From an optimization exercise on the open Yosys and OpenROAD flow, aimed at small area; shortcuts taken in it are not production practice. RTL that was checked went through simulation tests only; none was proved equivalent to the original. Only the layout flow was run in runs 2 and 3; the RTL was not checked for function there. Power is estimated from default activity; no workload was simulated.

==> flow/design.v <==
module fir_pipeline #(
    parameter DATA_WIDTH  = 24,
    parameter TAP_NUM     = 64,
    parameter COEFF_WIDTH = 26
)(
    input  logic                          clk,
    input  logic                          rst_n,
    input  logic                          in_valid,
    input  logic signed [DATA_WIDTH-1:0]  in_data,
    output logic                          out_valid,
    output logic signed [DATA_WIDTH+15:0] out_data
);
    localparam int NR = TAP_NUM - 2;    
    localparam int AW = 27;             
    localparam int LW = 13;             
    localparam int HW = AW - LW;        
    function automatic logic signed [COEFF_WIDTH-1:0] coeff(input integer k);
        case (k)
            0: coeff = 26'sd0;
            1: coeff = 26'sd137;
            2: coeff = -26'sd531;
            3: coeff = 26'sd51;
            4: coeff = 26'sd2256;
            5: coeff = -26'sd4368;
            6: coeff = 26'sd1756;
            7: coeff = 26'sd6984;
            8: coeff = -26'sd14653;
            9: coeff = 26'sd9000;
            10: coeff = 26'sd13355;
            11: coeff = -26'sd35455;
            12: coeff = 26'sd28671;
            13: coeff = 26'sd17439;
            14: coeff = -26'sd70614;
            15: coeff = 26'sd71227;
            16: coeff = 26'sd10121;
            17: coeff = -26'sd121666;
            18: coeff = 26'sd150813;
            19: coeff = -26'sd25292;
            20: coeff = -26'sd185871;
            21: coeff = 26'sd286953;
            22: coeff = -26'sd117772;
            23: coeff = -26'sd255456;
            24: coeff = 26'sd515868;
            25: coeff = -26'sd327817;
            26: coeff = -26'sd318777;
            27: coeff = 26'sd953354;
            28: coeff = -26'sd866001;
            29: coeff = -26'sd363288;
            30: coeff = 26'sd2439282;
            31: coeff = -26'sd4406275;
            32: coeff = 26'sd21990352;
            33: coeff = -26'sd4406275;
            34: coeff = 26'sd2439282;
            35: coeff = -26'sd363288;
            36: coeff = -26'sd866001;
            37: coeff = 26'sd953354;
            38: coeff = -26'sd318777;
            39: coeff = -26'sd327817;
            40: coeff = 26'sd515868;
            41: coeff = -26'sd255456;
            42: coeff = -26'sd117772;
            43: coeff = 26'sd286953;
            44: coeff = -26'sd185871;
            45: coeff = -26'sd25292;
            46: coeff = 26'sd150813;
            47: coeff = -26'sd121666;
            48: coeff = 26'sd10121;
            49: coeff = 26'sd71227;
            50: coeff = -26'sd70614;
            51: coeff = 26'sd17439;
            52: coeff = 26'sd28671;
            53: coeff = -26'sd35455;
            54: coeff = 26'sd13355;
            55: coeff = 26'sd9000;
            56: coeff = -26'sd14653;
            57: coeff = 26'sd6984;
            58: coeff = 26'sd1756;
            59: coeff = -26'sd4368;
            60: coeff = 26'sd2256;
            61: coeff = 26'sd51;
            62: coeff = -26'sd531;
            63: coeff = 26'sd137;
            default: coeff = '0;
        endcase
    endfunction
    function automatic logic signed [COEFF_WIDTH-1:0] fold_coeff(input logic [4:0] i);
        fold_coeff = coeff(i + 1);
    endfunction
    function automatic logic [LW:0] add_lo(input logic [LW-1:0] a, input logic [LW-1:0] b,
                                          input logic ci);
        logic c;
        c = ci;
        for (int i = 0; i < LW; i++) begin
            add_lo[i] = a[i] ^ b[i] ^ c;
            c = (a[i] & b[i]) | (c & (a[i] ^ b[i]));
        end
        add_lo[LW] = c;
    endfunction
    function automatic logic [HW-1:0] add_hi(input logic [HW-1:0] a, input logic [HW-1:0] b,
                                            input logic ci);
        logic c;
        c = ci;
        for (int i = 0; i < HW; i++) begin
            add_hi[i] = a[i] ^ b[i] ^ c;
            c = (a[i] & b[i]) | (c & (a[i] ^ b[i]));
        end
    endfunction
    logic [DATA_WIDTH-1:0] ring [0:NR-1];    
    logic [DATA_WIDTH-1:0] buf_q;            
    logic [5:0]  v;
    logic [4:0]  j;       
    logic        busy;
    logic        pend;
    logic        clr;
    logic        ov;
    logic [AW-1:0] acc;
    logic        cs;
    wire [DATA_WIDTH-1:0] head = ring[NR-1];
    wire [DATA_WIDTH-1:0] head_rot = {head[0], head[DATA_WIDTH-1:1]};
    always_ff @(posedge clk) begin
        ring[0] <= busy ? buf_q : (clr ? '0 : head);
        for (int i = 1; i < NR; i++) ring[i] <= ring[i-1];
        buf_q <= (head_rot & {DATA_WIDTH{busy}}) | (in_data & {DATA_WIDTH{~busy & in_valid}})
               | (buf_q & {DATA_WIDTH{~busy & ~in_valid}});
    end
    localparam logic [AW-1:0] FIX = AW'(2) - (AW'(1) << 24);
    wire last_pass = (j == 5'd23);
    wire tail      = (j == 5'd24);
    wire act       = busy & ~tail;
    wire bit_in    = (head[0] ^ last_pass) & act;
    wire [4:0] fi  = v[4:0] ^ {5{v[5]}};
    wire [AW-1:0] coef = AW'(fold_coeff(fi));
    wire [AW-1:0] term = (coef & {AW{bit_in}}) | (FIX & {AW{tail}});
    wire first = (v == 6'd0) & act;
    wire shift = first & (j != 5'd0);
    wire keep  = ~first & ~clr;
    wire [LW-1:0] lo = acc[LW-1:0];
    wire [HW-1:0] hi = acc[AW-1:LW];
    wire [LW-1:0] lo_base = ({hi[0] ^ cs, lo[LW-1:1]} & {LW{shift}}) | (lo & {LW{keep}});
    wire [HW-1:0] hi_base = ({hi[HW-1], hi[HW-1:1]} & {HW{shift}}) | (hi & {HW{keep}});
    wire hc  = cs & (keep | (shift & hi[0]));
    wire [LW:0]   lo_sum = add_lo(lo_base, term[LW-1:0], 1'b0);
    wire [HW-1:0] hi_sum = add_hi(hi_base, term[AW-1:LW], hc);
    always_ff @(posedge clk) begin
        acc <= {hi_sum, lo_sum[LW-1:0]};
        cs  <= lo_sum[LW];
    end
    always_ff @(posedge clk or negedge rst_n) begin
        if (!rst_n) begin
            v    <= '0;
            j    <= '0;
            busy <= 1'b0;
            pend <= 1'b0;
            clr  <= 1'b1;
            ov   <= 1'b0;
        end else begin
            ov <= in_valid;
            if (in_valid) pend <= 1'b1;
            if (!busy) begin
                v <= (v == 6'd62) ? 6'd0 : (v == 6'd31) ? 6'd33 : v + 6'd1;
                if (v == 6'd62) begin
                    clr <= 1'b0;
                    if (pend && !clr) begin
                        busy <= 1'b1;
                        pend <= 1'b0;
                    end
                end
            end else if (tail) begin
                busy <= 1'b0;
                j    <= '0;
                v    <= 6'd2;
            end else begin
                v <= (v == 6'd31) ? 6'd33 : v + 6'd1;
                if (v == 6'd63) j <= j + 5'd1;
            end
        end
    end
    assign out_valid = ov;
    assign out_data  = {{(DATA_WIDTH+16-(AW-1)){acc[AW-1]}}, acc[AW-1:1]};
endmodule
==> flow/run.sh <==
#!/bin/bash
# synth_recipe.tcl (not shown) runs the flow's synth.tcl, then flattens the netlist and writes it again
# the make line also repeats each setting of config.mk as NAME=value (left out here)
make -C /OpenROAD-flow-scripts/flow DESIGN_CONFIG=/design/flow/config.mk WORK_HOME=/design/flow/orfs CLKGATE_MAP_FILE= SYNTH_SCRIPT=/design/flow/synth_recipe.tcl finish
==> flow/config.mk <==
export PLATFORM = sky130hd
export DESIGN_NAME = fir_pipeline
export DESIGN_NICKNAME = fir_pipeline
export VERILOG_FILES = /design/flow/design.v
export SDC_FILE = /design/flow/constraint.sdc
export NUM_CORES = 8
export LEC_CHECK = 0
export ABC_AREA = 1
export CAP_MARGIN = 20
export CORE_MARGIN = 2
export CORE_UTILIZATION = 50
export CTS_BUF_LIST = sky130_fd_sc_hd__clkbuf_8
export CTS_CLUSTER_DIAMETER = 80
export CTS_CLUSTER_SIZE = 20
export SLEW_MARGIN = 20
==> flow/constraint.sdc <==
create_clock -name core_clock -period 10.0 [get_ports {clk}]
set_input_delay 2.0000 -clock core_clock [delete_from_list [all_inputs] [get_ports {clk}]]
set_output_delay 2.0000 -clock core_clock [all_outputs]
set_load 0.01 [all_outputs]
==> flow_metrics.env, run 1 <==
export IMPL_power_density_nw_per_um2=232
export IMPL_period_needed_ns=8.13
export IMPL_setup_tns_ns=0
export IMPL_drtIter0Drc=594
export IMPL_htreeDepth=3
export IMPL_yosys_register_bits=1555
export IMPL_slew_headroom_pct=37.5
export IMPL_synth_area_leaders="dfxtp_1 (88%), nand2_1 (2.0%), fa_1 (1.4%), inv_1 (1.2%), dfrtp_1 (1.0%)"
export IMPL_via_count=14263
export IMPL_cts_root_buf="clkbuf_8"
export IMPL_die_w_um=269
export IMPL_path_buf_inv=7
export IMPL_synth_cell_types=44
export IMPL_routedWlPerCell_um=15.7
export IMPL_dieHeight_um=269
export IMPL_critPathSlowestCell="fa_1"
export IMPL_crit_arrival_ns=8.77
export IMPL_synthCells=2251
export IMPL_clkSlewWorstSetupHoldPaths_ns=0.12
export IMPL_hold_buffers=0
export IMPL_synth_largest_area_cell="dfxtp_1"
export IMPL_totalWireLength_um=52000
export IMPL_yosysWarningCount=2
export IMPL_avgSynthCellArea_um2=15.6
export IMPL_finalHoldViolations=0
export IMPL_crit_family="adder cells"
export IMPL_min_from="ring[41][20]$_DFF_P_"
export IMPL_layout_drive_gt1_share_pct=5.68
export IMPL_grt_pass1_wl_um=82500
export IMPL_fin_crit_sh_pct=81.3
export IMPL_post_cts_setup_buffers=0
export IMPL_tightest_slew_ns=0.935
export IMPL_rsz0062_at_grt="false"
export IMPL_cts_tree="done"
export IMPL_reg2reg_to="acc[12]$_DFF_P_"
export IMPL_cp_start_kind="register"
export IMPL_dr_pass1_iters=6
export IMPL_place_gp_congestion=0.777
export IMPL_top_level_ports=68
export IMPL_area_delta_synth_final_pct=8.24
export IMPL_min_path_type="reg2reg"
export IMPL_p_leak_nw=15.6
export IMPL_grt_max_degree=40
export IMPL_critPathMaxFanout=37
export IMPL_postRouteAntennaNets=0
export IMPL_r2r_start="v[5]$_DFF_PN0_"
export IMPL_fmax_ghz=0.123
export IMPL_clock_path_buffers=3
export IMPL_worstHoldPathCells=0
export IMPL_cp_required_ns=10.65
export IMPL_io_buffers=67
export IMPL_grt_pass1_vias=14484
export IMPL_critPathCaptureType="register"
export IMPL_nets=2419
export IMPL_reg2reg_slack_ns=1.87
export IMPL_r2r_cells=29
export IMPL_status="complete, no violations"
export IMPL_syn_area_um2=35200
export IMPL_drc=0
export IMPL_synth_nets=2325
export IMPL_skew_ns=0.0204
export IMPL_ys_seq_area_share_pct=88.7
export IMPL_core_area_um2=69800
export IMPL_cts_resized=0
export IMPL_finalPower_mw=8.82
export IMPL_antenna_found_initial=3
export IMPL_cpMostUsedCell="fa_1"
export IMPL_setup_violations=0
export IMPL_die_area_um2=72500
export IMPL_grt_remaining_overflow=0
export IMPL_cp_slowest_stage_delay_ns=0.53
export IMPL_async_reset_ff_share_pct=0.965
export IMPL_finalMaxSlewViolations=0
export IMPL_fillers=5695
export IMPL_start_util_pct=50.4
export IMPL_cap_violations=0
export IMPL_whs_endpoint="ring[42][20]$_DFF_P_"
export IMPL_vias_per_cell=4.32
export IMPL_rows=97
export IMPL_cts_sinks=1555
export IMPL_synth_edf_count=0
export IMPL_crit_type="reg2reg"
export IMPL_track_usage_pct=14.6
export IMPL_synth_main_ff_cell="dfxtp_1"
export IMPL_cts_inserted_buffers=90
export IMPL_clk_latency_ns=0.71
export IMPL_ir_drop_uv=156
export IMPL_yosys_area_top_type_share_pct=87.6
export IMPL_place_hpwl_um=31900
-- worst max path at each step --
stage	from	end	slack, ns	depth (start not counted)
after global placement	v[5]$_DFF_PN0_	acc[12]$_DFF_P_	1.84	29
after floorplan	v[0]$_DFF_PN0_	acc[12]$_DFF_P_	2.78	29
final	v[5]$_DFF_PN0_	acc[12]$_DFF_P_	1.87	29
after CTS	v[0]$_DFF_PN0_	acc[12]$_DFF_P_	1.84	29
after detailed placement	v[5]$_DFF_PN0_	acc[12]$_DFF_P_	1.85	29
after global routing	v[5]$_DFF_PN0_	acc[12]$_DFF_P_	1.42	31
-- routing by layer --
layer | part of all wire [%] | global-route usage [%] | vias up | wire [µm]
li1 | - | - | 7123 | -
met1 | 52 | 21.6 | 6832 | 26900
met2 | 42 | 21.3 | 204 | 21800
met3 | 3.7 | 2.81 | 100 | 1910
met4 | 2.7 | 5.44 | 4 | 1420
met5 | 0.027 | 0 | - | 14
-- state kept, by name, indices dropped and copies added, names as in the netlist --
signal	flops
busy	1
pend	1
acc	27
buf_q	24
j	5
ov	1
v	6
cs	1
ring	1488
clr	1
-- cells in the final DEF (no fill, tap or decap), drive strengths merged, types with 11 or more instances in the layout --
| cell | netlist | layout |
|---|---|---|
| a21oi | 25 | 25 |
| a22oi | 11 | 11 |
| clkbuf | 15 | 93 |
| clkdlybuf4s50 | 0 | 67 |
| dfrtp | 14 | 14 |
| dfxtp | 1540 | 1540 |
| fa | 25 | 25 |
| ha | 22 | 22 |
| inv | 121 | 134 |
| nand2 | 201 | 201 |
| nand3 | 62 | 62 |
| nand4 | 11 | 11 |
| nor2 | 27 | 27 |
| o211ai | 19 | 19 |
| o21ai | 55 | 55 |
| o22ai | 25 | 25 |
-- through the flow --
| step | worst slack, ns | cell area [µm²] | hold WS [ns] | cells | util (%) |
|---|---|---|---|---|---|
| 4_1_cts | 1.84 | 38000 | 0.316 | 3299 | 54.5 |
| 2_1_floorplan | 2.78 | 35200 | 0.310 | 2251 | - |
| 3_5_place_dp | 1.85 | 36600 | 0.312 | 3192 | 52.4 |
| 5_1_grt | 1.42 | 38100 | 0.323 | 3301 | 54.6 |
| 3_3_place_gp | 1.84 | 36600 | 0.310 | 3192 | 52.4 |
| 6_report | 1.87 | 38100 | 0.316 | 3303 | 54.6 |
-- Yosys cell counts (2+ instances only) --
cell type,instances
a21oi_1,25
a22oi_1,11
a31oi_1,3
buf_1,3
buf_2,6
buf_4,42
buf_6,4
clkbuf_1,15
dfrtp_1,14
dfxtp_1,1540
fa_1,25
ha_1,22
inv_1,115
inv_2,5
nand2_1,191
nand2_2,6
nand2_4,4
nand3_1,61
nand4_1,9
nor2_1,25
nor2_4,2
nor3_1,2
o2111ai_1,3
o211ai_1,19
o21ai_0,48
o21ai_1,6
o221ai_1,2
o22ai_1,25
o31ai_1,2
xor2_1,2
-- worst reg2reg max path, delay by kind of cell, from the launching register on --
kind / cells / cell delay (ns)
flops: 1 / 0.49
simple gates: 8 / 1.41
buf+inv: 7 / 0.88
compound gates: 1 / 0.14
fa+ha+maj: 13 / 5.17
-- report_power, final --
group,switching (mW),internal [mW],leakage [nW]
clock network,1.71,0.878,0.756
registers,0.00490,6.20,12.6
logic,0.0151,0.0162,2.22
-- cells by family (layout without fill, tap and decap cells) --
| group | after synthesis | count (layout) | share of synthesized area [%] |
|---|---|---|---|
| DFF | 1555 | 1555 | 88.7 |
| other | 0 | 3 | 0 |
| xor gates and xnor gates | 2 | 2 | 0.0498 |
| adders and majority gates | 47 | 47 | 2.21 |
| AOI/OAI and AO/OA | 150 | 150 | 2.59 |
| buffers and inverters | 192 | 301 | 2.61 |
| and+or+nand+nor | 305 | 305 | 3.83 |
-- layout make-up --
cell class	instances	area [µm²]	area share, %
timing repair buffer	72	728	1.91
clock buffer	93	1280	3.36
multi-input combinational	504	3050	8.02
sequential	1555	31200	82.0
inverter	122	460	1.21
clock inverter	14	163	0.427
tap	940	1180	3.09
antenna	3	7.51	0.0197
==> run 2: changes to the inputs <==
--- a/flow/design.v
+++ b/flow/design.v
@@ -123,28 +123,23 @@
         buf_q <= (head_rot & {DATA_WIDTH{busy}}) | (in_data & {DATA_WIDTH{~busy & in_valid}})
                | (buf_q & {DATA_WIDTH{~busy & ~in_valid}});
     end
-    localparam logic [AW-1:0] FIX = AW'(2) - (AW'(1) << 24);
     wire last_pass = (j == 5'd23);
     wire tail      = (j == 5'd24);
-    wire act       = busy & ~tail;
-    wire bit_in    = (head[0] ^ last_pass) & act;
+    wire bit_in    = (head[0] ^ last_pass) & ~tail;
     wire [4:0] fi  = v[4:0] ^ {5{v[5]}};
     wire [AW-1:0] coef = AW'(fold_coeff(fi));
-    wire [AW-1:0] term = (coef & {AW{bit_in}}) | (FIX & {AW{tail}});
-    wire first = (v == 6'd0) & act;
+    wire [AW-1:0] term = coef & {AW{bit_in}};
+    wire first = (v == 6'd0) & ~tail;
     wire shift = first & (j != 5'd0);
-    wire keep  = ~first & ~clr;
+    wire keep  = ~first;
     wire [LW-1:0] lo = acc[LW-1:0];
     wire [HW-1:0] hi = acc[AW-1:LW];
     wire [LW-1:0] lo_base = ({hi[0] ^ cs, lo[LW-1:1]} & {LW{shift}}) | (lo & {LW{keep}});
     wire [HW-1:0] hi_base = ({hi[HW-1], hi[HW-1:1]} & {HW{shift}}) | (hi & {HW{keep}});
     wire hc  = cs & (keep | (shift & hi[0]));
-    wire [LW:0]   lo_sum = add_lo(lo_base, term[LW-1:0], 1'b0);
+    wire cin = last_pass & (v[5:1] == 5'd0);
+    wire [LW:0]   lo_sum = add_lo(lo_base, term[LW-1:0], cin);
     wire [HW-1:0] hi_sum = add_hi(hi_base, term[AW-1:LW], hc);
-    always_ff @(posedge clk) begin
-        acc <= {hi_sum, lo_sum[LW-1:0]};
-        cs  <= lo_sum[LW];
-    end
     always_ff @(posedge clk or negedge rst_n) begin
         if (!rst_n) begin
             v    <= '0;
@@ -153,6 +148,8 @@
             pend <= 1'b0;
             clr  <= 1'b1;
             ov   <= 1'b0;
+            acc  <= AW'(1) << 24;    
+            cs   <= 1'b0;
         end else begin
             ov <= in_valid;
             if (in_valid) pend <= 1'b1;
@@ -165,16 +162,21 @@
                         pend <= 1'b0;
                     end
                 end
-            end else if (tail) begin
-                busy <= 1'b0;
-                j    <= '0;
-                v    <= 6'd2;
             end else begin
-                v <= (v == 6'd31) ? 6'd33 : v + 6'd1;
-                if (v == 6'd63) j <= j + 5'd1;
+                acc <= {hi_sum, lo_sum[LW-1:0]};
+                cs  <= lo_sum[LW];
+                if (tail) begin
+                    busy <= 1'b0;
+                    j    <= '0;
+                    v    <= 6'd2;
+                end else begin
+                    v <= (v == 6'd31) ? 6'd33 : v + 6'd1;
+                    if (v == 6'd63) j <= j + 5'd1;
+                end
             end
         end
     end
+    wire [AW-2:0] res = acc[AW-1:1] - (AW-1)'(1 << 23);
     assign out_valid = ov;
-    assign out_data  = {{(DATA_WIDTH+16-(AW-1)){acc[AW-1]}}, acc[AW-1:1]};
+    assign out_data  = {{(DATA_WIDTH+16-(AW-1)){res[AW-2]}}, res};
 endmodule
--- a/flow/config.mk
+++ b/flow/config.mk
@@ -8,8 +8,8 @@
 export ABC_AREA = 1
 export CAP_MARGIN = 20
 export CORE_MARGIN = 2
-export CORE_UTILIZATION = 50
+export CORE_UTILIZATION = 40
 export CTS_BUF_LIST = sky130_fd_sc_hd__clkbuf_8
-export CTS_CLUSTER_DIAMETER = 80
+export CTS_CLUSTER_DIAMETER = 50
 export CTS_CLUSTER_SIZE = 20
 export SLEW_MARGIN = 20
==> flow_metrics.env, run 2 <==
export IMPL_cts_inserted_buffers=100
export IMPL_status="complete, no violations"
export IMPL_crit_type="reg2reg"
export IMPL_fin_ws_ns=0.890
export IMPL_slew_headroom_pct=44.9
export IMPL_layout_common_cells="dfxtp_1 (1512), nand2_1 (244), clkbuf_8 (106)"
export IMPL_min_from="ring[40][23]$_DFF_P_"
export IMPL_clkSlewWorstSetupHoldPaths_ns=0.10
export IMPL_r2r_start="v[5]$_DFF_PN0_"
export IMPL_dr_pass1_iters=5
export IMPL_yosysWarningCount=2
export IMPL_final_area_um2=39600
export IMPL_cp_required_ns=10.60
export IMPL_setup_tns_ns=0
export IMPL_r2r_cells=31
export IMPL_largestRegisters="ring: 1488 flops, acc: 27 flops, buf_q: 24 flops"
export IMPL_die_w_um=303
export IMPL_period_needed_ns=9.11
export IMPL_die_area_um2=92100
export IMPL_synth_edf_count=0
export IMPL_worstHoldPathCells=0
export IMPL_core_area_um2=88600
export IMPL_grt_remaining_overflow=0
export IMPL_finalHoldViolations=0
export IMPL_clock_path_buffers=3
export IMPL_crit_arrival_ns=9.71
export IMPL_critPathSlowestCell="dfrtp_1"
export IMPL_grt_pass1_wl_um=87800
export IMPL_hold_buffers=0
export IMPL_finalPower_mw=9.33
export IMPL_placed_cell_area_um2=37600
export IMPL_track_usage_pct=12.3
export IMPL_io_buffers=67
export IMPL_post_cts_setup_buffers=0
export IMPL_totalWireLength_um=54600
export IMPL_grt_max_degree=67
export IMPL_hold_slack_ns=0.301
export IMPL_cts_sinks=1555
export IMPL_async_reset_ff_share_pct=2.77
export IMPL_final_util_pct=44.7
export IMPL_setup_violations=0
export IMPL_rsz0062_at_grt="false"
export IMPL_power_density_nw_per_um2=236
export IMPL_synth_largest_area_cell="dfxtp_1"
export IMPL_yosys_area_top_type_share_pct=84.4
export IMPL_synth_area_leaders="dfxtp_1 (84%), dfrtp_1 (2.9%), nand2_1 (2.6%), fa_1 (1.5%), o21ai_0 (1.2%)"
export IMPL_finalMaxSlewViolations=0
export IMPL_cts_resized=0
export IMPL_placedCellCount=3522
export IMPL_cap_violations=0
export IMPL_cts_root_buf="clkbuf_8"
export IMPL_routedWlPerCell_um=14.8
export IMPL_nets=2531
export IMPL_clk_latency_ns=0.76
export IMPL_via_count=15267
export IMPL_yosysMostFrequentCell="dfxtp_1"
export IMPL_syn_area_um2=35900
export IMPL_reg2reg_slack_ns=0.89
export IMPL_grt_pass1_vias=15746
export IMPL_cts_tree="done"
export IMPL_start_util_pct=40.5
export IMPL_fmax_ghz=0.110
export IMPL_largest_register_ffs=1488
export IMPL_vias_per_cell=4.15
export IMPL_antenna_found_initial=2
export IMPL_yosys_register_bits=1555
export IMPL_ys_seq_area_share_pct=87.4
export IMPL_whs_endpoint="ring[41][23]$_DFF_P_"
export IMPL_p_leak_nw=15.9
export IMPL_fin_cells=3678
export IMPL_layout_drive_gt1_share_pct=7.73
export IMPL_critPathCaptureType="register"
export IMPL_final_common_cell="dfxtp_1"
export IMPL_critPathMaxFanout=13
export IMPL_place_gp_congestion=0.784
export IMPL_dieHeight_um=303
export IMPL_fin_crit_sh_pct=91.1
export IMPL_place_hpwl_um=33100
export IMPL_top_register="ring"
export IMPL_drtIter0Drc=709
export IMPL_ir_drop_uv=133
export IMPL_reg2reg_to="acc[12]$_DFFE_PN0P_"
export IMPL_synth_nets=2432
export IMPL_cp_slowest_stage_delay_ns=0.60
export IMPL_synth_cell_types=46
export IMPL_drc=0
export IMPL_min_path_type="reg2reg"
export IMPL_cp_start_kind="register"
export IMPL_tightest_slew_ns=0.824
export IMPL_synthTopCellsByCount="dfxtp_1 (1512), nand2_1 (244), o21ai_0 (84)"
export IMPL_rows=109
export IMPL_skew_ns=0.0377
export IMPL_area_delta_synth_final_pct=10.5
export IMPL_avgSynthCellArea_um2=15.2
export IMPL_synth_main_ff_cell="dfxtp_1"
export IMPL_postRouteAntennaNets=0
export IMPL_synthCells=2360
export IMPL_htreeDepth=3
export IMPL_top_level_ports=68
export IMPL_cpMostUsedCell="fa_1"
export IMPL_dp_slack_ns=0.882
==> run 2: power by group <==
group,leakage [nW],internal (mW),switching (mW),total (mW)
Clock,1.06,1.22,1.87,3.10
Sequential,12.8,6.20,0.00509,6.21
Combinational,2.02,0.0154,0.0187,0.0341
==> run 2: cells by family (layout without fill, tap and decap cells) <==
logic type	after synthesis	after routing	share of synthesized area, %
buffers and inverters	173	322	2.42
other	0	4	0
AO/OA/AOI/OAI	203	203	3.32
flip-flops	1555	1555	87.4
AND/OR/NAND/NOR	381	381	4.64
adder cells (fa/ha/maj)	45	45	2.11
XOR/XNOR	3	3	0.0942
==> run 2: final cells by class <==
cell class	instances	area (µm²)
clock buffer	106	1460
fill	7781	49000
inverter	92	348
clock inverter	46	599
sequential	1555	31300
multi-input combinational	632	3660
tap	1165	1460
timing repair buffer	78	751
antenna	4	10.0
==> run 2: worst max-delay path by stage <==
stage / start / endpoint / slack [ns] / depth (start not counted)
2_1_floorplan: v[5]$_DFF_PN0_ / acc[12]$_DFFE_PN0P_ / 1.88 / 33
3_3_place_gp: v[5]$_DFF_PN0_ / acc[12]$_DFFE_PN0P_ / 0.96 / 30
3_5_place_dp: v[5]$_DFF_PN0_ / acc[12]$_DFFE_PN0P_ / 0.88 / 30
4_1_cts: v[5]$_DFF_PN0_ / acc[12]$_DFFE_PN0P_ / 0.85 / 30
5_1_grt: v[5]$_DFF_PN0_ / acc[12]$_DFFE_PN0P_ / 0.26 / 31
6_report: v[5]$_DFF_PN0_ / acc[12]$_DFFE_PN0P_ / 0.89 / 31
==> run 2: worst max-delay path, delay by kind of cell, from the launching register on <==
family | cells | cell delay [ns]
and+or+nand+nor | 10 | 1.34
adders and majority gates | 14 | 6.01
AOI/OAI and AO/OA | 2 | 0.16
buffers and inverters | 5 | 0.83
DFF | 1 | 0.60
==> run 2: metal layers <==
layer,GRT usage [%],wire [µm],vias to the layer above
li1,-,-,7598
met1,18.0,28400,7316
met2,17.1,21700,244
met3,3.09,2630,109
met4,5.12,1770,0
met5,0,0,-
==> run 3: changes to the inputs <==
==> flow/flow/run.sh (new file) <==
#!/bin/bash
# Standard ORFS layout (the standard.sh) with two changes:
#  - clock tree synthesis without dummy loads, clkbuf_8 leaf clusters
#  - port buffers use buf_1
set -euo pipefail
export CTS_ARGS="-sink_clustering_enable -repair_clock_nets -dont_use_dummy_load -buf_list sky130_fd_sc_hd__clkbuf_8 -sink_clustering_size 20 -sink_clustering_max_diameter 50"
export BUFFER_PORTS_ARGS="-buffer_cell sky130_fd_sc_hd__buf_1"
bash standard.sh > standard.log 2>&1
==> flow/standard.sh (new file) <==
#!/bin/bash
# synth_recipe.tcl (not shown) runs the flow's synth.tcl, then flattens the netlist and writes it again
# the make line also repeats each setting of config.mk as NAME=value (left out here)
make -C /OpenROAD-flow-scripts/flow DESIGN_CONFIG=/design/flow/config.mk WORK_HOME=/design/flow/orfs CLKGATE_MAP_FILE= SYNTH_SCRIPT=/design/flow/synth_recipe.tcl "${@:-finish}"
removed: flow/run.sh
==> flow_metrics.env, run 3 <==
export IMPL_status="complete, no violations"
export IMPL_grt_pass1_vias=14963
export IMPL_cts_resized=0
export IMPL_cts_root_buf="clkbuf_8"
export IMPL_final_common_cell="dfxtp_1"
export IMPL_core_area_um2=88600
export IMPL_area_delta_synth_final_pct=7.54
export IMPL_synth_compound_area_share_pct=3.32
export IMPL_dr_pass1_iters=5
export IMPL_nets=2533
export IMPL_layout_drive_gt1_share_pct=6.18
export IMPL_antenna_found_initial=2
export IMPL_slew_headroom_pct=40.1
export IMPL_synth_largest_area_cell="dfxtp_1"
export IMPL_synth_fa_ha_area_share_pct=2.11
export IMPL_yosysWarningCount=2
export IMPL_grt_pass1_wl_um=84900
export IMPL_muxShareOfSynthArea_pct=0
export IMPL_hold_slack_ns=0.231
export IMPL_synthXorXnorAreaFrac_pct=0.0942
export IMPL_placed_cell_area_um2=37100
export IMPL_grt_remaining_overflow=0
export IMPL_drtIter0Drc=730
export IMPL_finalMaxSlewViolations=0
export IMPL_layout_common_cells="dfxtp_1 (1512), nand2_1 (244), clkbuf_8 (102)"
export IMPL_final_area_um2=38600
export IMPL_ir_drop_uv=143
export IMPL_via_count=15086
export IMPL_fin_cells=3626
export IMPL_totalWireLength_um=54100
export IMPL_place_gp_congestion=0.786
export IMPL_placedCellCount=3522
export IMPL_largest_register_ffs=1488
export IMPL_crit_arrival_ns=9.76
export IMPL_synth_area_leaders="dfxtp_1 (84%), dfrtp_1 (2.9%), nand2_1 (2.6%), fa_1 (1.5%), o21ai_0 (1.2%)"
export IMPL_largestRegisters="ring: 1488 flops, acc: 27 flops, buf_q: 24 flops"
export IMPL_grt_max_degree=67
export IMPL_clk_latency_ns=0.73
export IMPL_track_usage_pct=12.0
export IMPL_period_needed_ns=9.25
export IMPL_worstHoldPathCells=0
export IMPL_dieHeight_um=303
export IMPL_rsz0062_at_grt="false"
export IMPL_die_w_um=303
export IMPL_rows=109
export IMPL_fin_crit_sh_pct=92.5
export IMPL_setup_tns_ns=0
export IMPL_synth_nets=2432
export IMPL_syn_area_um2=35900
export IMPL_cts_sinks=1555
export IMPL_postRouteAntennaNets=0
export IMPL_synth_edf_count=0
export IMPL_cp_slowest_stage_delay_ns=0.59
export IMPL_cp_required_ns=10.51
export IMPL_power_density_nw_per_um2=228
export IMPL_min_from="ring[12][0]$_DFF_P_"
export IMPL_top_layer="met4"
export IMPL_fmax_ghz=0.108
export IMPL_p_switching_mw=1.68
export IMPL_r2r_cells=32
export IMPL_io_buffers=67
export IMPL_critPathMaxFanout=19
export IMPL_die_area_um2=92100
export IMPL_hold_buffers=0
export IMPL_reg2reg_slack_ns=0.75
export IMPL_cts_inserted_buffers=102
export IMPL_skew_ns=0.107
export IMPL_synthTopCellsByCount="dfxtp_1 (1512), nand2_1 (244), o21ai_0 (84)"
export IMPL_critPathCaptureType="register"
export IMPL_min_path_type="reg2reg"
export IMPL_ys_seq_area_share_pct=87.4
export IMPL_start_util_pct=40.5
export IMPL_clkSlewWorstSetupHoldPaths_ns=0.11
export IMPL_top_register="ring"
export IMPL_yosys_area_top_type_share_pct=84.4
export IMPL_setup_violations=0
export IMPL_synth_top_family_by_area="simple AND/OR/NAND/NOR gates"
export IMPL_avgSynthCellArea_um2=15.2
export IMPL_cp_start_kind="register"
export IMPL_async_reset_ff_share_pct=2.77
export IMPL_reg2reg_to="acc[12]$_DFFE_PN0P_"
export IMPL_combPwrFrac_pct=0.3
export IMPL_place_hpwl_um=33000
export IMPL_final_util_pct=43.5
export IMPL_synth_simple_area_share_pct=4.64
export IMPL_finalHoldViolations=0
export IMPL_vias_per_cell=4.16
export IMPL_drc=0
export IMPL_routedWlPerCell_um=14.9
export IMPL_p_leak_nw=15.4
export IMPL_clock_path_buffers=3
export IMPL_p_clk_share_pct=29.2
export IMPL_yosysMostFrequentCell="dfxtp_1"
export IMPL_critPathSlowestCell="dfrtp_1"
export IMPL_crit_type="reg2reg"
export IMPL_htreeDepth=3
export IMPL_post_cts_setup_buffers=0
export IMPL_finalPower_mw=8.81
export IMPL_wl_met3_um=2680
export IMPL_wl_met1_um=28200
export IMPL_dp_slack_ns=0.783
export IMPL_wl_met2_um=21500
export IMPL_cell_internal_pwr_mw=7.12
export IMPL_fillers=7946
export IMPL_tightest_slew_ns=0.897
export IMPL_top_level_ports=68
export IMPL_whs_endpoint="ring[13][0]$_DFF_P_"
export IMPL_r2r_start="v[5]$_DFF_PN0_"
export IMPL_synth_cell_types=46
export IMPL_synth_main_ff_cell="dfxtp_1"
export IMPL_synthCells=2360
export IMPL_cts_tree="done"
export IMPL_cpMostUsedCell="fa_1"
export IMPL_pwr_share_seq_pct=70.5
export IMPL_yosys_register_bits=1555
export IMPL_fin_ws_ns=0.751
export IMPL_swShare_pct=19.1
export IMPL_cap_violations=0
## run 3: worst max-delay path by stage
stage	from	endpoint	slack, ns	cells past startpoint
5_1_grt	v[5]$_DFF_PN0_	acc[12]$_DFFE_PN0P_	0.23	32
3_3_place_gp	v[5]$_DFF_PN0_	acc[12]$_DFFE_PN0P_	0.97	32
3_5_place_dp	v[5]$_DFF_PN0_	acc[12]$_DFFE_PN0P_	0.78	32
4_1_cts	v[5]$_DFF_PN0_	acc[12]$_DFFE_PN0P_	0.75	32
6_report	v[5]$_DFF_PN0_	acc[12]$_DFFE_PN0P_	0.75	32
2_1_floorplan	v[5]$_DFF_PN0_	acc[12]$_DFFE_PN0P_	1.88	33
## run 3: per-layer routing
metal	vias to the layer above	global-route usage (%)
li1	7521	-
met5	-	0
met1	7189	18.0
met3	97	2.73
met4	0	5.02
met2	279	16.5
## run 3: cell type report
type                       instances  area, µm²  share of cell area, %
tap                             1165       1460                   3.78
antenna                            2       5.00                 0.0130
sequential                      1555      31300                   81.3
timing repair buffer              78        335                  0.870
multi-input combinational        632       3670                   9.51
clock buffer                     102       1400                   3.64
inverter                          92        348                  0.902
## run 3: kinds of logic after synthesis
| group | after synthesis |
|---|---|
| fa+ha+maj | 45 |
| xor+xnor | 3 |
| compound gates | 203 |
| buf+inv | 173 |
| simple gates | 381 |
| flops | 1555 |
## run 3: worst max-delay path, delay by kind of cell (launching register included)
family / cells / cell delay [ns]
adders and majority gates: 14 / 6.08
and+or+nand+nor: 10 / 1.24
AOI/OAI and AO/OA: 2 / 0.16
DFF: 1 / 0.59
buffers and inverters: 6 / 1.01
## run 3: power groups by stage
stage | logic, mW | clock network (mW) | registers [mW]
global route | 0.0312 | 2.94 | 6.21
floorplan | 0.0113 | 0 | 6.35
finish | 0.0273 | 2.57 | 6.21
CTS | 0.0282 | 2.71 | 6.21
detailed placement | 0.0280 | 0 | 6.35
global placement | 0.0272 | 0 | 6.35
==> run 4: changes to the inputs <==
--- a/flow/design.v
+++ b/flow/design.v
@@ -123,23 +123,28 @@
         buf_q <= (head_rot & {DATA_WIDTH{busy}}) | (in_data & {DATA_WIDTH{~busy & in_valid}})
                | (buf_q & {DATA_WIDTH{~busy & ~in_valid}});
     end
+    localparam logic [AW-1:0] FIX = AW'(2) - (AW'(1) << 24);
     wire last_pass = (j == 5'd23);
     wire tail      = (j == 5'd24);
-    wire bit_in    = (head[0] ^ last_pass) & ~tail;
+    wire act       = busy & ~tail;
+    wire bit_in    = (head[0] ^ last_pass) & act;
     wire [4:0] fi  = v[4:0] ^ {5{v[5]}};
     wire [AW-1:0] coef = AW'(fold_coeff(fi));
-    wire [AW-1:0] term = coef & {AW{bit_in}};
-    wire first = (v == 6'd0) & ~tail;
+    wire [AW-1:0] term = (coef & {AW{bit_in}}) | (FIX & {AW{tail}});
+    wire first = (v == 6'd0) & act;
     wire shift = first & (j != 5'd0);
-    wire keep  = ~first;
+    wire keep  = ~first & ~clr;
     wire [LW-1:0] lo = acc[LW-1:0];
     wire [HW-1:0] hi = acc[AW-1:LW];
     wire [LW-1:0] lo_base = ({hi[0] ^ cs, lo[LW-1:1]} & {LW{shift}}) | (lo & {LW{keep}});
     wire [HW-1:0] hi_base = ({hi[HW-1], hi[HW-1:1]} & {HW{shift}}) | (hi & {HW{keep}});
     wire hc  = cs & (keep | (shift & hi[0]));
-    wire cin = last_pass & (v[5:1] == 5'd0);
-    wire [LW:0]   lo_sum = add_lo(lo_base, term[LW-1:0], cin);
+    wire [LW:0]   lo_sum = add_lo(lo_base, term[LW-1:0], 1'b0);
     wire [HW-1:0] hi_sum = add_hi(hi_base, term[AW-1:LW], hc);
+    always_ff @(posedge clk) begin
+        acc <= {hi_sum, lo_sum[LW-1:0]};
+        cs  <= lo_sum[LW];
+    end
     always_ff @(posedge clk or negedge rst_n) begin
         if (!rst_n) begin
             v    <= '0;
@@ -148,8 +153,6 @@
             pend <= 1'b0;
             clr  <= 1'b1;
             ov   <= 1'b0;
-            acc  <= AW'(1) << 24;    
-            cs   <= 1'b0;
         end else begin
             ov <= in_valid;
             if (in_valid) pend <= 1'b1;
@@ -162,21 +165,16 @@
                         pend <= 1'b0;
                     end
                 end
+            end else if (tail) begin
+                busy <= 1'b0;
+                j    <= '0;
+                v    <= 6'd2;
             end else begin
-                acc <= {hi_sum, lo_sum[LW-1:0]};
-                cs  <= lo_sum[LW];
-                if (tail) begin
-                    busy <= 1'b0;
-                    j    <= '0;
-                    v    <= 6'd2;
-                end else begin
-                    v <= (v == 6'd31) ? 6'd33 : v + 6'd1;
-                    if (v == 6'd63) j <= j + 5'd1;
-                end
+                v <= (v == 6'd31) ? 6'd33 : v + 6'd1;
+                if (v == 6'd63) j <= j + 5'd1;
             end
         end
     end
-    wire [AW-2:0] res = acc[AW-1:1] - (AW-1)'(1 << 23);
     assign out_valid = ov;
-    assign out_data  = {{(DATA_WIDTH+16-(AW-1)){res[AW-2]}}, res};
+    assign out_data  = {{(DATA_WIDTH+16-(AW-1)){acc[AW-1]}}, acc[AW-1:1]};
 endmodule
==> flow/flow/run.sh (replaced) <==
#!/bin/bash
# Standard ORFS layout (the standard.sh) with these changes:
#  - synthesis maps with our own ABC script (flow/abc_area.script, used as
#    ORFS's area script; ABC_AREA is set in config.mk)
#  - extra don't-use cells: sky130_fd_sc_hd__ha_1 sky130_fd_sc_hd__ha_2 sky130_fd_sc_hd__ha_4 sky130_fd_sc_hd__o21ai_0 sky130_fd_sc_hd__a21boi_0 sky130_fd_sc_hd__and2_0 sky130_fd_sc_hd__o311ai_0 sky130_fd_sc_hd__or2_0
#  - clock tree synthesis without dummy loads, with our buffer and clustering
#  - port buffers use buf_1
# Each tool's output is in orfs/logs; make's output is in standard.log.
set -euo pipefail
rm -rf scripts_local
cp -r "$FLOW_HOME/scripts" scripts_local
cp flow/abc_area.script scripts_local/abc_area.script
cat > config_local.mk <<EOC
include $PWD/config.mk
export SCRIPTS_DIR = $PWD/scripts_local
export CTS_ARGS = -sink_clustering_enable -repair_clock_nets -dont_use_dummy_load -buf_list sky130_fd_sc_hd__clkbuf_8 -sink_clustering_size 22 -sink_clustering_max_diameter 80
export BUFFER_PORTS_ARGS = -buffer_cell sky130_fd_sc_hd__buf_1
export DONT_USE_CELLS += sky130_fd_sc_hd__ha_1 sky130_fd_sc_hd__ha_2 sky130_fd_sc_hd__ha_4 sky130_fd_sc_hd__o21ai_0 sky130_fd_sc_hd__a21boi_0 sky130_fd_sc_hd__and2_0 sky130_fd_sc_hd__o311ai_0 sky130_fd_sc_hd__or2_0
EOC
sed "s#DESIGN_CONFIG=[^ ]*#DESIGN_CONFIG=$PWD/config_local.mk#" standard.sh > standard_local.sh
bash standard_local.sh > standard.log 2>&1
==> flow/flow/abc_area.script (new file) <==
strash
&get -n
&deepsyn -J 300 -S 1
&put
&get -n
&dch
&nf -R 1000
&put
topo
stime -c
--- a/flow/config.mk
+++ b/flow/config.mk
@@ -8,8 +8,5 @@
 export ABC_AREA = 1
 export CAP_MARGIN = 20
 export CORE_MARGIN = 2
-export CORE_UTILIZATION = 40
-export CTS_BUF_LIST = sky130_fd_sc_hd__clkbuf_8
-export CTS_CLUSTER_DIAMETER = 50
-export CTS_CLUSTER_SIZE = 20
+export CORE_UTILIZATION = 50
 export SLEW_MARGIN = 20
==> flow_metrics.env, run 4 <==
export IMPL_critPathMaxFanout=12
export IMPL_io_buffers=67
export IMPL_period_needed_ns=9.20
export IMPL_worstHoldPathCells=0
export IMPL_synth_edf_count=0
export IMPL_cts_tree="done"
export IMPL_reg2reg_slack_ns=0.80
export IMPL_synth_nets=2011
export IMPL_synth_area_leaders="dfxtp_1 (91%), fa_1 (1.5%), dfrtp_1 (1.0%), a22o_1 (0.93%), buf_4 (0.88%)"
export IMPL_synth_largest_area_cell="dfxtp_1"
export IMPL_synthTopCellsByCount="dfxtp_1 (1540), nand2_1 (48), buf_4 (40)"
export IMPL_cts_inserted_buffers=82
export IMPL_totalWireLength_um=40700
export IMPL_swShare_pct=18.8
export IMPL_power_density_nw_per_um2=236
export IMPL_reg2reg_to="acc[12]$_DFF_P_"
export IMPL_critPathCaptureType="register"
export IMPL_pwr_share_seq_pct=72.5
export IMPL_p_switching_mw=1.61
export IMPL_postRouteAntennaNets=0
export IMPL_die_area_um2=70100
export IMPL_whs_endpoint="ring[29][3]$_DFF_P_"
export IMPL_tightest_slew_ns=1.05
export IMPL_cts_sinks=1555
export IMPL_yosysWarningCount=2
export IMPL_top_register="ring"
export IMPL_finalMaxSlewViolations=0
export IMPL_grt_pass1_wl_um=67200
export IMPL_final_util_pct=53.9
export IMPL_setup_violations=0
export IMPL_drc=0
export IMPL_layout_drive_gt1_share_pct=4.58
export IMPL_min_path_type="reg2reg"
export IMPL_place_gp_congestion=0.868
export IMPL_cp_start_kind="register"
export IMPL_rows=95
export IMPL_crit_type="reg2reg"
export IMPL_via_count=12616
export IMPL_setup_tns_ns=0
export IMPL_status="complete, no violations"
export IMPL_crit_arrival_ns=9.69
export IMPL_min_from="ring[28][3]$_DFF_P_"
export IMPL_core_area_um2=67300
export IMPL_place_hpwl_um=22800
export IMPL_finalHoldViolations=0
export IMPL_combPwrFrac_pct=0.3
export IMPL_start_util_pct=50.5
export IMPL_largestRegisters="ring: 1488 flops, acc: 27 flops, buf_q: 24 flops"
export IMPL_yosys_register_bits=1555
export IMPL_crit_start="v[0]$_DFF_PN0_"
export IMPL_top_level_ports=68
export IMPL_syn_area_um2=34000
export IMPL_cp_required_ns=10.49
export IMPL_grt_max_degree=59
export IMPL_r2r_start="v[0]$_DFF_PN0_"
export IMPL_yosys_area_top_type_share_pct=90.7
export IMPL_vias_per_cell=4.27
export IMPL_p_clk_share_pct=27.3
export IMPL_grt_pass1_vias=12698
export IMPL_ys_seq_area_share_pct=91.8
export IMPL_synth_main_ff_cell="dfxtp_1"
export IMPL_htreeDepth=3
export IMPL_nets=2128
export IMPL_track_usage_pct=11.9
export IMPL_clkSlewWorstSetupHoldPaths_ns=0.11
export IMPL_post_cts_setup_buffers=0
export IMPL_dieHeight_um=265
export IMPL_synthCells=1959
export IMPL_avgSynthCellArea_um2=17.4
export IMPL_largest_register_ffs=1488
export IMPL_clk_latency_ns=0.69
export IMPL_fmax_ghz=0.109
export IMPL_routedWlPerCell_um=13.8
export IMPL_grt_remaining_overflow=0
export IMPL_yosysMostFrequentCell="dfxtp_1"
export IMPL_cts_root_buf="clkbuf_8"
export IMPL_hold_buffers=0
export IMPL_fin_crit_sh_pct=92.0
export IMPL_async_reset_ff_share_pct=0.965
export IMPL_ir_drop_uv=96.0
export IMPL_cts_resized=0
export IMPL_drtIter0Drc=774
export IMPL_antenna_found_initial=3
export IMPL_dr_pass1_iters=5
export IMPL_layout_common_cells="dfxtp_1 (1540), clkbuf_8 (82), buf_1 (67)"
export IMPL_final_common_cell="dfxtp_1"
export IMPL_slew_headroom_pct=29.7
export IMPL_skew_ns=0.0813
export IMPL_cap_violations=0
export IMPL_p_leak_nw=14.2
export IMPL_cell_internal_pwr_mw=6.96
export IMPL_r2r_cells=24
export IMPL_area_delta_synth_final_pct=6.61
export IMPL_die_w_um=265
export IMPL_synth_cell_types=40
export IMPL_rsz0062_at_grt="false"
export IMPL_clock_path_buffers=3
[run 4: cell count changes after synthesis, sizes merged, moves of 24 or more]
cell    before   now
dfrtp       41    14
inv         91     0
dfxtp     1512  1540
a22o         0    36
o211ai      29     5
nand3       70    11
o21ai      101    25
clkinv       1    35
nand2      255    48
[run 4: how the worst max path moves through the flow]
stage	end	slack, ns	cells past startpoint
CTS	acc[12]$_DFF_P_	0.92	24
global route	acc[12]$_DFF_P_	0.39	24
global placement	acc[12]$_DFF_P_	0.92	24
finish	acc[12]$_DFF_P_	0.80	24
floorplan	acc[25]$_DFF_P_	1.55	23
detailed placement	acc[12]$_DFF_P_	0.98	24
[run 4: worst max-delay path, stage by stage, from the launching register on]
cell and delay (ns):
dfrtp_1 0.51, xnor2_1 0.89, nand3_1 0.35, nand2_1 0.23
nor2b_1 0.73, a21oi_1 0.19, nor2b_1 0.21, o41ai_1 0.38
a31oi_1 0.17, nand2b_1 0.18, fa_1 0.19, clkinv_1 0.09
fa_1 0.47, fa_1 0.46, fa_1 0.47, fa_1 0.47
fa_1 0.46, fa_1 0.46, fa_1 0.47, fa_1 0.46
fa_1 0.43, clkinv_1 0.07, fa_1 0.17, clkinv_1 0.08
fa_1 0.48
[run 4: kinds of logic after synthesis]
| family | Yosys count | share of synthesized area, % |
|---|---|---|
| AO/OA/AOI/OAI | 153 | 3.24 |
| XOR/XNOR | 17 | 0.438 |
| buffers and inverters | 75 | 1.27 |
| AND/OR/NAND/NOR | 134 | 1.79 |
| flip-flops | 1555 | 91.8 |
| adder cells (fa/ha/maj) | 25 | 1.47 |
[run 4: power groups by stage]
stage | clock (mW) | sequential [mW] | combinational (mW)
3_3_place_gp | 0 | 6.35 | 0.0228
3_5_place_dp | 0 | 6.35 | 0.0235
6_report | 2.34 | 6.21 | 0.0228
5_1_grt | 2.68 | 6.21 | 0.0260
2_1_floorplan | 0 | 6.35 | 0.0112
4_1_cts | 2.46 | 6.21 | 0.0236
[run 4: cell type report]
class / instances / area [µm²]
Antenna cell: 5 / 12.5
Sequential cell: 1555 / 31200
Timing Repair Buffer: 73 / 297
Clock buffer: 82 / 1130
Fill cell: 5363 / 31000
Multi-Input combinational cell: 329 / 2380
Tap cell: 873 / 1090
Inverter: 35 / 131
[run 4: metrics by stage]
stage	setup WS [ns]	cell area, µm²	power [mW]	instances	hold slack (ns)
after floorplan	1.55	34000	6.36	1959	0.310
after global placement	0.918	35100	6.37	2865	0.310
after detailed placement	0.976	35100	6.37	2865	0.312
after CTS	0.922	36200	8.69	2947	0.241
after global routing	0.391	36200	8.92	2952	0.241
final	0.802	36200	8.57	2952	0.244
[run 4: metal layers]
metal | wire length (µm) | vias up | GRT usage [%]
li1 | - | 6386 | -
met5 | 23 | - | 0
met3 | 2180 | 77 | 2.95
met2 | 16300 | 237 | 16.7
met1 | 21200 | 5912 | 17.7
met4 | 1010 | 4 | 4.64
==> run 5: changes to the inputs <==
==> flow/flow/abc_area.script (replaced) <==
strash
&get -n
&deepsyn -J 1000 -S 1
&put
&get -n
&dch
&nf -R 1000
&put
topo
stime -c
==> flow_metrics.env, run 5 <==
export IMPL_ys_seq_area_share_pct=91.8
export IMPL_placedCellCount=2865
export IMPL_fin_cells=2952
export IMPL_crit_family="adder cells"
export IMPL_min_from="ring[28][3]$_DFF_P_"
export IMPL_crit_type="reg2reg"
export IMPL_power_density_nw_per_um2=236
export IMPL_routedWlPerCell_um=13.8
export IMPL_synth_area_leaders="dfxtp_1 (91%), fa_1 (1.5%), dfrtp_1 (1.0%), a22o_1 (0.93%), buf_4 (0.88%)"
export IMPL_crit_chain="xnor2_1 -> nand3_1 -> nand2_1 -> nor2b_1 -> a21oi_1 -> nor2b_1 -> o41ai_1 -> a31oi_1 -> nand2b_1 -> fa_1 -> clkinv_1 -> fa_1 -> fa_1 -> fa_1 -> fa_1 -> fa_1 -> fa_1 -> fa_1 -> fa_1 -> fa_1 -> clkinv_1 -> fa_1 -> clkinv_1 -> fa_1"
export IMPL_async_reset_ff_share_pct=0.965
export IMPL_cts_inserted_buffers=82
export IMPL_rsz0062_at_grt="false"
export IMPL_largest_register_ffs=1488
export IMPL_cp_slowest_stage_delay_ns=0.89
export IMPL_finalHoldViolations=0
export IMPL_setup_tns_ns=0
export IMPL_avgSynthCellArea_um2=17.4
export IMPL_dp_slack_ns=0.976
export IMPL_core_area_um2=67300
export IMPL_largestRegisters="ring: 1488 flops, acc: 27 flops, buf_q: 24 flops"
export IMPL_grt_pass1_wl_um=67200
export IMPL_cts_tree="done"
export IMPL_synth_edf_count=0
export IMPL_cp_required_ns=10.49
export IMPL_cts_root_buf="clkbuf_8"
export IMPL_final_common_cell="dfxtp_1"
export IMPL_status="complete, no violations"
export IMPL_setup_violations=0
export IMPL_critPathMaxFanout=12
export IMPL_vias_per_cell=4.27
export IMPL_antenna_found_initial=3
export IMPL_clock_path_buffers=3
export IMPL_top_register="ring"
export IMPL_fin_crit_sh_pct=92.0
export IMPL_cpMostUsedCell="fa_1"
export IMPL_clk_latency_ns=0.69
export IMPL_synth_nets=2011
export IMPL_die_area_um2=70100
export IMPL_totalWireLength_um=40700
export IMPL_synth_cell_types=40
export IMPL_period_needed_ns=9.20
export IMPL_drc=0
export IMPL_start_util_pct=50.5
export IMPL_cp_start_kind="register"
export IMPL_finalMaxSlewViolations=0
export IMPL_cts_resized=0
export IMPL_layout_drive_gt1_share_pct=4.58
export IMPL_synthCells=1959
export IMPL_critPathSlowestCell="xnor2_1"
export IMPL_ir_drop_uv=96.0
export IMPL_yosys_area_top_type_share_pct=90.7
export IMPL_io_buffers=67
export IMPL_path_buf_inv=3
export IMPL_fmax_ghz=0.109
export IMPL_htreeDepth=3
export IMPL_yosysWarningCount=2
export IMPL_p_leak_nw=14.2
export IMPL_cts_sinks=1555
export IMPL_syn_area_um2=34000
export IMPL_crit_arrival_ns=9.69
export IMPL_yosysMostFrequentCell="dfxtp_1"
export IMPL_layout_common_cells="dfxtp_1 (1540), clkbuf_8 (82), buf_1 (67)"
export IMPL_place_gp_congestion=0.868
export IMPL_rows=95
export IMPL_clkSlewWorstSetupHoldPaths_ns=0.11
export IMPL_area_delta_synth_final_pct=6.61
export IMPL_post_cts_setup_buffers=0
export IMPL_drtIter0Drc=774
export IMPL_grt_remaining_overflow=0
export IMPL_nets=2128
export IMPL_grt_pass1_vias=12698
export IMPL_track_usage_pct=11.9
export IMPL_via_count=12616
export IMPL_tightest_slew_ns=1.05
export IMPL_slew_headroom_pct=29.7
export IMPL_synth_largest_area_cell="dfxtp_1"
export IMPL_critPathCaptureType="register"
export IMPL_min_path_type="reg2reg"
export IMPL_grt_max_degree=59
export IMPL_crit_start="v[0]$_DFF_PN0_"
export IMPL_r2r_start="v[0]$_DFF_PN0_"
export IMPL_yosys_register_bits=1555
export IMPL_fin_ws_ns=0.802
export IMPL_dr_pass1_iters=5
export IMPL_die_w_um=265
export IMPL_postRouteAntennaNets=0
export IMPL_cap_violations=0
export IMPL_dieHeight_um=265
export IMPL_place_hpwl_um=22800
export IMPL_synthTopCellsByCount="dfxtp_1 (1540), nand2_1 (48), buf_4 (40)"
export IMPL_finalPower_mw=8.57
export IMPL_fillers=5363
export IMPL_hold_slack_ns=0.244
export IMPL_synth_main_ff_cell="dfxtp_1"
export IMPL_hold_buffers=0
export IMPL_skew_ns=0.0813
export IMPL_top_level_ports=68
run 5: cells by family (layout without fill, tap and decap cells):
group / count (synthesis) / after routing / share of synthesized area [%]
other: 0 / 5 / 0
buffers and inverters: 75 / 190 / 1.27
AOI/OAI and AO/OA: 153 / 153 / 3.24
and+or+nand+nor: 134 / 134 / 1.79
adders and majority gates: 25 / 25 / 1.47
xor gates and xnor gates: 17 / 17 / 0.438
DFF: 1555 / 1555 / 91.8
run 5: layout make-up:
cell class / instances / area, µm² / area share [%]
Sequential cell: 1555 / 31200 / 86.1
Multi-Input combinational cell: 329 / 2380 / 6.56
Clock buffer: 82 / 1130 / 3.11
Tap cell: 873 / 1090 / 3.01
Timing Repair Buffer: 73 / 297 / 0.818
Inverter: 35 / 131 / 0.362
Antenna cell: 5 / 12.5 / 0.0345
run 5: through the flow:
stage / utilization [%] / cell area [µm²]
2_1_floorplan: - / 34000
3_3_place_gp: 52.2 / 35100
3_5_place_dp: 52.2 / 35100
4_1_cts: 53.9 / 36200
5_1_grt: 53.9 / 36200
6_report: 53.9 / 36200
run 5: report_power, final:
part	switching, mW	leakage (nW)	internal [mW]
logic	0.0139	1.03	0.00895
clock network	1.59	0.590	0.746
registers	0.00516	12.6	6.20
total	1.61	14.2	6.96
run 5: worst reg2reg max path: cells and delay by family (launching register included):
family	cells	cell delay (ns)
buf+inv	3	0.24
compound gates	3	0.76
simple gates	5	1.71
fa+ha+maj	12	4.99
xor+xnor	1	0.89
flops	1	0.51
run 5: path summary, 6_finish.rpt:
| path | slack (ns) | cells after the start | end |
|---|---|---|---|
| max | 0.80 | 24 | acc[12]$_DFF_P_ |
| min | 0.24 | 0 | ring[29][3]$_DFF_P_ |
| max reg2reg | 0.80 | 24 | acc[12]$_DFF_P_ |
| min reg2reg | 0.24 | 0 | ring[29][3]$_DFF_P_ |
| max in group asynchronous | 7.91 | 1 | busy$_DFF_PN0_ |
| min in group asynchronous | 1.40 | 1 | j[0]$_DFFE_PN0P_ |
run 5: layer usage:
layer / vias up / track usage (%) / wire (µm)
met1: 5912 / 17.7 / 21200
met2: 237 / 16.7 / 16300
met4: 4 / 4.64 / 1010
met5: - / 0 / 23
li1: 6386 / - / -
met3: 77 / 2.95 / 2180
==> run 6: changes to the inputs <==
--- a/flow/flow/run.sh
+++ b/flow/flow/run.sh
@@ -13,7 +13,7 @@
 cat > config_local.mk <<EOC
 include $PWD/config.mk
 export SCRIPTS_DIR = $PWD/scripts_local
-export CTS_ARGS = -sink_clustering_enable -repair_clock_nets -dont_use_dummy_load -buf_list sky130_fd_sc_hd__clkbuf_8 -sink_clustering_size 22 -sink_clustering_max_diameter 80
+export CTS_ARGS = -sink_clustering_enable -repair_clock_nets -dont_use_dummy_load -buf_list sky130_fd_sc_hd__clkbuf_8 -sink_clustering_size 21 -sink_clustering_max_diameter 100
 export BUFFER_PORTS_ARGS = -buffer_cell sky130_fd_sc_hd__buf_1
 export DONT_USE_CELLS += sky130_fd_sc_hd__ha_1 sky130_fd_sc_hd__ha_2 sky130_fd_sc_hd__ha_4 sky130_fd_sc_hd__o21ai_0 sky130_fd_sc_hd__a21boi_0 sky130_fd_sc_hd__and2_0 sky130_fd_sc_hd__o311ai_0 sky130_fd_sc_hd__or2_0
 EOC
==> flow/flow/abc_area.script (replaced) <==
strash
&get -n
&deepsyn -J 300 -S 1
&put
&get -n
&dch
&nf -R 1000
&put
topo
stime -c
==> flow_metrics.env, run 6 <==
export IMPL_async_reset_ff_share_pct=0.965
export IMPL_clock_path_buffers=3
export IMPL_top_register="ring"
export IMPL_cp_slowest_stage_delay_ns=0.88
export IMPL_synth_area_leaders="dfxtp_1 (91%), fa_1 (1.5%), dfrtp_1 (1.0%), a22o_1 (0.93%), buf_4 (0.88%)"
export IMPL_grt_remaining_overflow=0
export IMPL_avgSynthCellArea_um2=17.4
export IMPL_p_leak_nw=14.2
export IMPL_yosys_area_top_type_share_pct=90.7
export IMPL_clkSlewWorstSetupHoldPaths_ns=0.11
export IMPL_rows=95
export IMPL_largest_register_ffs=1488
export IMPL_via_count=12681
export IMPL_postRouteAntennaNets=0
export IMPL_crit_arrival_ns=9.65
export IMPL_slew_headroom_pct=29.9
export IMPL_placed_cell_area_um2=35100
export IMPL_cts_inserted_buffers=84
export IMPL_crit_chain="xnor2_1 -> nand3_1 -> nand2_1 -> nor2b_1 -> a21oi_1 -> nor2b_1 -> o41ai_1 -> a31oi_1 -> nand2b_1 -> fa_1 -> clkinv_1 -> fa_1 -> fa_1 -> fa_1 -> fa_1 -> fa_1 -> fa_1 -> fa_1 -> fa_1 -> fa_1 -> clkinv_1 -> fa_1 -> clkinv_1 -> fa_1"
export IMPL_synth_main_ff_cell="dfxtp_1"
export IMPL_ys_seq_area_share_pct=91.8
export IMPL_ir_drop_uv=107
export IMPL_critPathSlowestCell="xnor2_1"
export IMPL_cp_start_kind="register"
export IMPL_critPathMaxFanout=12
export IMPL_cts_root_buf="clkbuf_8"
export IMPL_place_hpwl_um=22800
export IMPL_layout_drive_gt1_share_pct=4.67
export IMPL_htreeDepth=3
export IMPL_synth_nets=2011
export IMPL_crit_start="v[0]$_DFF_PN0_"
export IMPL_yosysMostFrequentCell="dfxtp_1"
export IMPL_drc=0
export IMPL_synth_largest_area_cell="dfxtp_1"
export IMPL_skew_ns=0.0643
export IMPL_finalHoldViolations=0
export IMPL_post_cts_setup_buffers=0
export IMPL_crit_type="reg2reg"
export IMPL_power_density_nw_per_um2=237
export IMPL_drtIter0Drc=787
export IMPL_dieHeight_um=265
export IMPL_finalMaxSlewViolations=0
export IMPL_syn_area_um2=34000
export IMPL_fin_ws_ns=0.864
export IMPL_nets=2130
export IMPL_dp_slack_ns=0.976
export IMPL_antenna_cells=0
export IMPL_grt_pass1_wl_um=67400
export IMPL_fmax_ghz=0.109
export IMPL_rsz0062_at_grt="false"
export IMPL_hold_buffers=0
export IMPL_critPathCaptureType="register"
export IMPL_min_from="ring[56][13]$_DFF_P_"
export IMPL_cp_required_ns=10.52
export IMPL_totalWireLength_um=40900
export IMPL_final_util_pct=53.9
export IMPL_cts_sinks=1555
export IMPL_final_common_cell="dfxtp_1"
export IMPL_io_buffers=67
export IMPL_status="complete, no violations"
export IMPL_antenna_found_initial=2
export IMPL_hold_slack_ns=0.284
export IMPL_setup_violations=0
export IMPL_place_gp_congestion=0.868
export IMPL_dr_pass1_iters=5
export IMPL_largestRegisters="ring: 1488 flops, acc: 27 flops, buf_q: 24 flops"
export IMPL_min_path_type="reg2reg"
export IMPL_cap_violations=0
export IMPL_fin_crit_sh_pct=91.4
export IMPL_core_area_um2=67300
export IMPL_yosysWarningCount=2
export IMPL_cts_tree="done"
export IMPL_grt_max_degree=59
export IMPL_top_level_ports=68
export IMPL_layout_common_cells="dfxtp_1 (1540), clkbuf_8 (84), buf_1 (67)"
export IMPL_vias_per_cell=4.30
export IMPL_fillers=5370
export IMPL_synthTopCellsByCount="dfxtp_1 (1540), nand2_1 (48), buf_4 (40)"
export IMPL_routedWlPerCell_um=13.9
export IMPL_start_util_pct=50.5
export IMPL_synth_edf_count=0
export IMPL_final_area_um2=36300
export IMPL_synth_cell_types=40
export IMPL_area_delta_synth_final_pct=6.66
export IMPL_period_needed_ns=9.14
export IMPL_die_w_um=265
export IMPL_yosys_register_bits=1555
export IMPL_synthCells=1959
export IMPL_die_area_um2=70100
export IMPL_cts_resized=0
export IMPL_tightest_slew_ns=1.04
export IMPL_setup_tns_ns=0
export IMPL_cpMostUsedCell="fa_1"
export IMPL_clk_latency_ns=0.69
export IMPL_r2r_start="v[0]$_DFF_PN0_"
export IMPL_track_usage_pct=12.0
export IMPL_grt_pass1_vias=12704
[run 6: cell types whose count changed in the layout (fill, tap and decap cells not counted)]
cell and change:
diode_2 -5, clkbuf_8 +2
[run 6: kinds of logic (layout without fill, tap and decap cells)]
group                    after synthesis  after routing  share of synthesized area [%]
AND/OR/NAND/NOR                      134            134                           1.79
buffers and inverters                 75            192                           1.27
XOR/XNOR                              17             17                          0.438
AO/OA/AOI/OAI                        153            153                           3.24
flip-flops                          1555           1555                           91.8
adder cells (fa/ha/maj)               25             25                           1.47
[run 6: final timing paths]
kind                                              to  slack [ns]  depth (start not counted)
worst max-delay path                 acc[12]$_DFF_P_        0.86                         24
worst min-delay path            ring[57][13]$_DFF_P_        0.28                          0
worst max register to register       acc[12]$_DFF_P_        0.86                         24
worst min register to register  ring[57][13]$_DFF_P_        0.28                          0
max in group asynchronous             busy$_DFF_PN0_        7.92                          1
min in group asynchronous             v[1]$_DFF_PN0_        1.43                          1
[run 6: worst max-delay path, delay by kind of cell, from the launching register on]
kind / cells / cell delay, ns
AOI/OAI and AO/OA: 3 / 0.70
xor gates and xnor gates: 1 / 0.88
adders and majority gates: 12 / 4.98
buffers and inverters: 3 / 0.24
DFF: 1 / 0.50
and+or+nand+nor: 5 / 1.70
[run 6: per-layer routing]
metal | routed length, µm | share of wire (%) | vias to the layer above | global-route usage [%]
met5 | 21 | 0.051 | - | 0
met1 | 21400 | 52 | 5969 | 17.9
met2 | 16200 | 40 | 221 | 16.6
met3 | 2170 | 5.3 | 90 | 2.99
li1 | - | - | 6397 | -
met4 | 1110 | 2.7 | 4 | 4.90
[run 6: cell type report]
class | instances | area [µm²] | share of cell area [%]
Timing Repair Buffer | 73 | 297 | 0.818
Clock buffer | 84 | 1160 | 3.19
Sequential cell | 1555 | 31200 | 86.1
Inverter | 35 | 131 | 0.362
Multi-Input combinational cell | 329 | 2380 | 6.56
Tap cell | 873 | 1090 | 3.01
[run 6: per-stage QoR]
step           power [mW]  cells
6_report             8.60   2949
5_1_grt              8.95   2949
4_1_cts              8.73   2949
3_5_place_dp         6.37   2865
3_3_place_gp         6.37   2865
2_1_floorplan        6.36   1959
[run 6: power by group]
group	switching, mW	internal [mW]	total, mW
logic	0.0139	0.00895	0.0228
registers	0.00514	6.20	6.20
clock network	1.61	0.763	2.37
total	1.63	6.97	8.60

afterwards: timing with drivers on the ports:
In the flow no input, the clock included, has a driving cell. The finished layouts below were timed again as built, in two steps. Step 1 sets driving cells, clkbuf_16 on the clock port and buf_2 on the other inputs (assumed; they add their load-dependent delay and slew). Step 2 moves the port delays by t, midway between the first and last clock arrival at a register: inputs arrive t later, outputs are due t later. That takes back most of the time a late clock gives input paths. a / b / c = ideal ports / drivers / drivers and shift; a / b = the first two.
| run | t (ns) | slack for setup (ns) | latest minus earliest clock arrival (ns) |
|---|---|---|---|
| run 1 | 0.760 | 1.871 / 1.871 / 1.871 | 0.031 / 0.031 |
| run 2 | 0.800 | 0.890 / 0.890 / 0.890 | 0.060 / 0.060 |
| run 3 | 0.731 | 0.751 / 0.751 / 0.751 | 0.114 / 0.114 |
| run 4 | 0.701 | 0.802 / 0.802 / 0.802 | 0.098 / 0.098 |
| run 5 | 0.701 | 0.802 / 0.802 / 0.802 | 0.098 / 0.098 |
| run 6 | 0.716 | 0.864 / 0.864 / 0.864 | 0.068 / 0.067 |
After both steps every run listed still meets setup and hold.
